This is an optimization exercise on Yosys and OpenROAD, whose aim is small area, a short achievable clock period and few clock cycles, not a production implementation. Where RTL was checked, it was by simulation tests only, not by an equivalence proof against the original. Power is estimated from default activity; no workload was simulated.

main:
==> flow/design.v <==
module addsub16 (
	input  logic [15:0] a,
	input  logic [15:0] bb,
	input  logic        sub,
	output logic [15:0] s,
	output logic        zero);    
	logic [15:0] p, g, k, c;
	xor16 px (.a(a), .b(bb), .o(p));
	and16 gx (.a(a), .b(bb), .o(g));
	or16  kx (.a(a), .b(bb), .o(k));
	prefix16 pf (.p(p), .g(g), .cin(sub), .c(c));
	xor16 sx (.a(p), .b(c), .o(s));
	assign zero = ~|(p ^ {k[14:0], sub});
endmodule
module xor16 (input logic [15:0] a, input logic [15:0] b, output logic [15:0] o);
	assign o = a ^ b;
endmodule
module and16 (input logic [15:0] a, input logic [15:0] b, output logic [15:0] o);
	assign o = a & b;
endmodule
module or16 (input logic [15:0] a, input logic [15:0] b, output logic [15:0] o);
	assign o = a | b;
endmodule
module prefix16 (
	input  logic [15:0] p,
	input  logic [15:0] g,
	input  logic        cin,
	output logic [15:0] c);
	logic [15:0] g0, g1, p1, g2, p2, g3, p3, g4;
	assign g0 = {g[15:1], g[0] | (p[0] & cin)};
	genvar i;
	generate
		for (i = 0; i < 16; i = i + 1) begin : pfx
			if (i >= 1) begin
				assign g1[i] = g0[i] | (p[i] & g0[i-1]);
				assign p1[i] = p[i] & p[i-1];
			end else begin
				assign g1[i] = g0[i];
				assign p1[i] = p[i];
			end
			if (i >= 2) begin
				assign g2[i] = g1[i] | (p1[i] & g1[i-2]);
				assign p2[i] = p1[i] & p1[i-2];
			end else begin
				assign g2[i] = g1[i];
				assign p2[i] = p1[i];
			end
			if (i >= 4) begin
				assign g3[i] = g2[i] | (p2[i] & g2[i-4]);
				assign p3[i] = p2[i] & p2[i-4];
			end else begin
				assign g3[i] = g2[i];
				assign p3[i] = p2[i];
			end
			if (i >= 8) assign g4[i] = g3[i] | (p3[i] & g3[i-8]);
			else        assign g4[i] = g3[i];
		end
	endgenerate
	assign c = {g4[14:0], cin};
endmodule
module pcadd (
	input  logic [9:0] pc,
	input  logic [7:0] d,
	output logic [9:0] pc_inc,
	output logic [9:0] pc_jmp);
	assign pc_inc = pc + 10'd1;
	assign pc_jmp = pc + {2'b00, d};
endmodule
module neg16 (
	input  logic [15:0] a,
	output logic [15:0] n);
	logic [15:0] lo;    
	genvar i;
	generate
		for (i = 0; i < 16; i = i + 1) begin : b
			if (i == 0) assign lo[i] = 1'b0;
			else        assign lo[i] = |a[i-1:0];
		end
	endgenerate
	assign n = a ^ lo;
endmodule
module mux16 (
	input  logic        s,
	input  logic [15:0] a,
	input  logic [15:0] b,
	output logic [15:0] o);
	assign o = s ? a : b;
endmodule
module rdmux (
	input  logic [255:0] regs,
	input  logic [15:0]  sel,
	output logic [15:0]  o);
	always_comb begin
		o = '0;
		for (int r = 0; r < 16; r++)
			o = o | (regs[16*r +: 16] & {16{sel[r]}});
	end
endmodule
module simplecpu (
	input  logic        rst,
	input  logic        clk,
	output logic [9:0]  pc,
	input  logic [15:0] inst,
	output logic [7:0]  d_addr,
	output logic        d_wr,
	output logic [15:0] d_wdata,
	input  logic [15:0] d_rdata,
	output logic        halted);
	logic [9:0]   pc_q;
	logic         f_halt;             
	logic [255:0] regs;               
	logic [15:0]  valid;              
	logic [15:0]  nz;                 
	logic         r_we, r_st, r_halt;
	logic         r_mem, r_not, r_sub, r_dsel, r_loc;
	logic         r_afwd, r_bfwd;     
	logic [3:0]   r_wa;
	logic [15:0]  r_psel, r_qsel;     
	logic [7:0]   r_d;                
	logic         x_we, x_st, x_halt, x_cin;
	logic [3:0]   x_wa;
	logic [15:0]  x_a, x_b;
	logic [15:0]  sum;                
	logic         sum_zero;
	logic [3:0]  op, ra, pa;
	logic [7:0]  d;
	logic        is_jmp, is_jmz, is_halt, is_mem, is_st, is_dsel, is_azero, writes;
	logic        r_hit, x_hit, z_ra, stall, taken, hold, f_ok;
	logic [9:0]  pc_inc, pc_jmp;
	assign op = inst[15:12];
	assign ra = inst[11:8];
	assign d  = inst[7:0];
	assign is_halt  = op[3];
	assign is_jmp   = (op == 4'h7);
	assign is_jmz   = (op == 4'h5);
	assign is_st    = (op[2:0] == 3'h1);
	assign is_mem   = (op[2:0] == 3'h0) | (op[2:0] == 3'h6);                  
	assign is_dsel  = (op[2:0] == 3'h3) | is_st;                             
	assign is_azero = (op[2:0] == 3'h3) | is_mem;                            
	assign writes   = is_mem | (op[2:0] == 3'h2) | (op[2:0] == 3'h3) | (op[2:0] == 3'h4);
	assign pa       = is_st ? ra : inst[7:4];
	assign r_hit = r_we & (r_wa == ra);
	assign x_hit = x_we & (x_wa == ra);
	assign z_ra  = r_hit ? (r_d == 8'h00) : x_hit ? sum_zero : ~nz[ra];
	assign stall = (is_jmz & r_hit & ~r_loc) | (is_mem & r_st);
	assign taken = is_jmp | (is_jmz & z_ra);
	assign hold  = f_halt | is_halt | stall;
	assign f_ok  = ~f_halt & ~is_halt & ~stall;
	pcadd pcadd (.pc(pc_q), .d(d), .pc_inc(pc_inc), .pc_jmp(pc_jmp));
	always_ff @(posedge clk) begin
		if (rst) begin
			pc_q   <= '0;
			f_halt <= 1'b0;
		end else begin
			if (~hold) pc_q <= taken ? pc_jmp : pc_inc;
			if (is_halt) f_halt <= 1'b1;
		end
	end
	logic [15:0] valid_nxt;
	assign valid_nxt = valid | ({15'h0000, x_we} << x_wa);
	always_ff @(posedge clk) begin
		if (rst) begin
			r_we   <= 1'b0;
			r_st   <= 1'b0;
			r_halt <= 1'b0;
		end else begin
			r_we   <= f_ok & ~op[3] & writes;
			r_st   <= f_ok & (op == 4'h1);
			r_halt <= f_halt | is_halt;
		end
	end
	always_ff @(posedge clk) begin
		r_mem   <= is_mem;
		r_not   <= (op[2:0] == 3'h6);
		r_sub   <= (op[2:0] == 3'h4);
		r_loc   <= (op[2:0] == 3'h3);
		r_dsel  <= is_dsel;
		r_psel  <= is_azero ? 16'h0000 : (valid_nxt & (16'h0001 << pa));
		r_qsel  <= valid_nxt & (16'h0001 << inst[3:0]);
		r_wa    <= ra;
		r_d     <= d;
		r_afwd  <= r_we & (r_wa == pa) & ~is_azero;
		r_bfwd  <= r_we & (r_wa == inst[3:0]) & ~is_dsel & ~is_mem;
	end
	logic [7:0] d_addr_q;
	always_ff @(posedge clk)
		d_addr_q <= (r_st & ~rst) ? r_d : d;
	logic [15:0] p_rd, q_rd, a_nxt, b_nxt, b_rd;
	rdmux pmux (.regs(regs), .sel(r_psel), .o(p_rd));
	rdmux qmux (.regs(regs), .sel(r_qsel), .o(q_rd));
	assign b_rd = r_mem  ? ({16{r_not}} ^ d_rdata) :
	              r_dsel ? {8'h00, r_d} : ({16{r_sub}} ^ q_rd);
	mux16 amux (.s(r_afwd), .a(sum), .b(p_rd), .o(a_nxt));
	mux16 bmux (.s(r_bfwd), .a(sum ^ {16{r_sub}}), .b(b_rd), .o(b_nxt));
	always_ff @(posedge clk) begin
		if (rst) begin
			x_we   <= 1'b0;
			x_st   <= 1'b0;
			x_halt <= 1'b0;
		end else begin
			x_we   <= r_we;
			x_st   <= r_st;
			x_halt <= r_halt;
		end
	end
	always_ff @(posedge clk) begin
		x_cin <= r_sub | r_not;
		x_wa  <= r_wa;
		x_a   <= a_nxt;
		x_b   <= b_nxt;
	end
	addsub16 alu (.a(x_a), .bb(x_b), .sub(x_cin), .s(sum), .zero(sum_zero));
	always_ff @(posedge clk) begin
		if (rst) begin
			valid <= '0;
			nz    <= '0;
		end else if (x_we) begin
			valid[x_wa] <= 1'b1;
			nz[x_wa]    <= ~sum_zero;
		end
	end
	genvar g;
	generate
		for (g = 0; g < 16; g = g + 1) begin : rf
			always_ff @(posedge clk)
				if (x_we && x_wa == g) regs[16*g +: 16] <= sum;
		end
	endgenerate
	assign pc      = pc_q;
	assign d_addr  = d_addr_q;
	assign d_wr    = x_st;
	assign d_wdata = x_a;
	assign halted  = x_halt;
endmodule
clock: 7.0 ns
lec_check: 0
cap_margin: 20
core_margin: 2
core_utilization: 40
place_density: 0.6
setup_slack_margin: 4.1
slew_margin: 20
synth_hierarchical: 1
standard.sh (not shown) runs the stock make flow with config.mk's settings and CLKGATE_MAP_FILE= SYNTH_SCRIPT=/design/flow/synth_recipe.tcl, a recipe that flattens the netlist after the stock synthesis.
==> flow/flow/run.sh <==
#!/bin/bash
# Standard ORFS layout (the standard.sh, synthesis unchanged), except that the
# input/output port buffers are sky130_fd_sc_hd__buf_2 cells instead of the default
# pick (a slow delay buffer). ORFS keeps each step's log under orfs/logs/; make's
# own output goes to standard.log here.
set -euo pipefail
bash standard.sh "BUFFER_PORTS_ARGS=-buffer_cell sky130_fd_sc_hd__buf_2" finish > standard.log 2>&1
Here is what was changed in the inputs of the feature branch compared with main.
-- flow/design.v --
<<< main, line 5
	output logic [15:0] s,
	output logic        zero);    
	logic [15:0] p, g, k, c;
	xor16 px (.a(a), .b(bb), .o(p));
	and16 gx (.a(a), .b(bb), .o(g));
	or16  kx (.a(a), .b(bb), .o(k));
	prefix16 pf (.p(p), .g(g), .cin(sub), .c(c));
	xor16 sx (.a(p), .b(c), .o(s));
	assign zero = ~|(p ^ {k[14:0], sub});
endmodule
module xor16 (input logic [15:0] a, input logic [15:0] b, output logic [15:0] o);
	assign o = a ^ b;
endmodule
module and16 (input logic [15:0] a, input logic [15:0] b, output logic [15:0] o);
	assign o = a & b;
endmodule
module or16 (input logic [15:0] a, input logic [15:0] b, output logic [15:0] o);
	assign o = a | b;
endmodule
module prefix16 (
	input  logic [15:0] p,
	input  logic [15:0] g,
	input  logic        cin,
	output logic [15:0] c);
	logic [15:0] g0, g1, p1, g2, p2, g3, p3, g4;
	assign g0 = {g[15:1], g[0] | (p[0] & cin)};
	genvar i;
	generate
		for (i = 0; i < 16; i = i + 1) begin : pfx
			if (i >= 1) begin
				assign g1[i] = g0[i] | (p[i] & g0[i-1]);
				assign p1[i] = p[i] & p[i-1];
			end else begin
				assign g1[i] = g0[i];
				assign p1[i] = p[i];
			end
			if (i >= 2) begin
>>> the feature branch, line 5
	output logic [15:0] s,
	output logic        zero);    
	logic [15:0] g0, p0, g1, p1, g2, p2, g3, p3, g4;
	logic [15:0] c;
	assign g0 = (a & bb) | {15'b0, (a[0] ^ bb[0]) & sub};
	assign p0 = a ^ bb;
	genvar i;
	generate
		for (i = 0; i < 16; i = i + 1) begin : pfx
			if (i >= 1) begin
				assign g1[i] = g0[i] | (p0[i] & g0[i-1]);
				assign p1[i] = p0[i] & p0[i-1];
			end else begin
				assign g1[i] = g0[i];
				assign p1[i] = p0[i];
			end
			if (i >= 2) begin
<<< main, line 57
		end
	endgenerate
	assign c = {g4[14:0], cin};
endmodule
module pcadd (
>>> the feature branch, line 37
		end
	endgenerate
	assign c = {g4[14:0], sub};
	assign s = p0 ^ c;
	assign zero = ~|(p0 ^ {a[14:0] | bb[14:0], sub});
endmodule
module pcadd (
<<< main, line 183
		r_bfwd  <= r_we & (r_wa == inst[3:0]) & ~is_dsel & ~is_mem;
	end
	logic [7:0] d_addr_q;
	always_ff @(posedge clk)
		d_addr_q <= (r_st & ~rst) ? r_d : d;
	logic [15:0] p_rd, q_rd, a_nxt, b_nxt, b_rd;
	rdmux pmux (.regs(regs), .sel(r_psel), .o(p_rd));
>>> the feature branch, line 165
		r_bfwd  <= r_we & (r_wa == inst[3:0]) & ~is_dsel & ~is_mem;
	end
	logic [15:0] p_rd, q_rd, a_nxt, b_nxt, b_rd;
	rdmux pmux (.regs(regs), .sel(r_psel), .o(p_rd));
<<< main, line 228
	endgenerate
	assign pc      = pc_q;
	assign d_addr  = d_addr_q;
	assign d_wr    = x_st;
	assign d_wdata = x_a;
>>> the feature branch, line 207
	endgenerate
	assign pc      = pc_q;
	assign d_addr  = x_st ? x_b[7:0] : r_d;
	assign d_wr    = x_st;
	assign d_wdata = x_a;
Results
Looking at leakage dissipation, the feature branch sits below main. On the feature branch: flip-flop and latch count is 2.0% lower than what main gave. [the feature branch] placement-stage cell area rose 150 um2 relative to main. On core utilization, main and the feature branch are neck and neck. Going from main to the feature branch, number of clock sinks now smaller, detailed-route wire length now smaller, final non-filler cell area comparable. Every run in the comparison, main and the feature branch, completed the flow with a clean layout. Diff main -> the feature branch: power share of the clock group moved down; hold slack went down by 7.0 ps.
Testbench counts of the feature branch, summed over its fixed seeds: cycles 74,821.
Function not checked in main: the RTL went through the layout flow alone.

==> port drivers added, routing unchanged <==
In the flow no input, the clock included, has a driving cell. The finished layouts below were timed again as built, in two steps. Step 1: set_driving_cell puts a clkbuf_16 on clk and a buf_2 on each other input, an assumption about the parent block. Step 2 moves the port delays by t, midway between the first and last clock arrival at a register: inputs arrive t later, outputs are due t later. That takes back most of the time a late clock gives input paths. Three values: no drivers, after step 1, after step 2; two values: the first two.
run | t, ns | setup WS [ns] | slew at the worst register clock pin (ns)
main | 0.599 | 4.130 / 4.156 / 3.557 | 0.07 / 0.07
the feature branch | 0.599 | 4.136 / 4.079 / 3.646 | 0.06 / 0.06
After both steps every run listed still meets setup and hold. For main, which loses most, drivers alone change the setup slack by +0.026 ns; drivers and shift together by -0.573 ns.
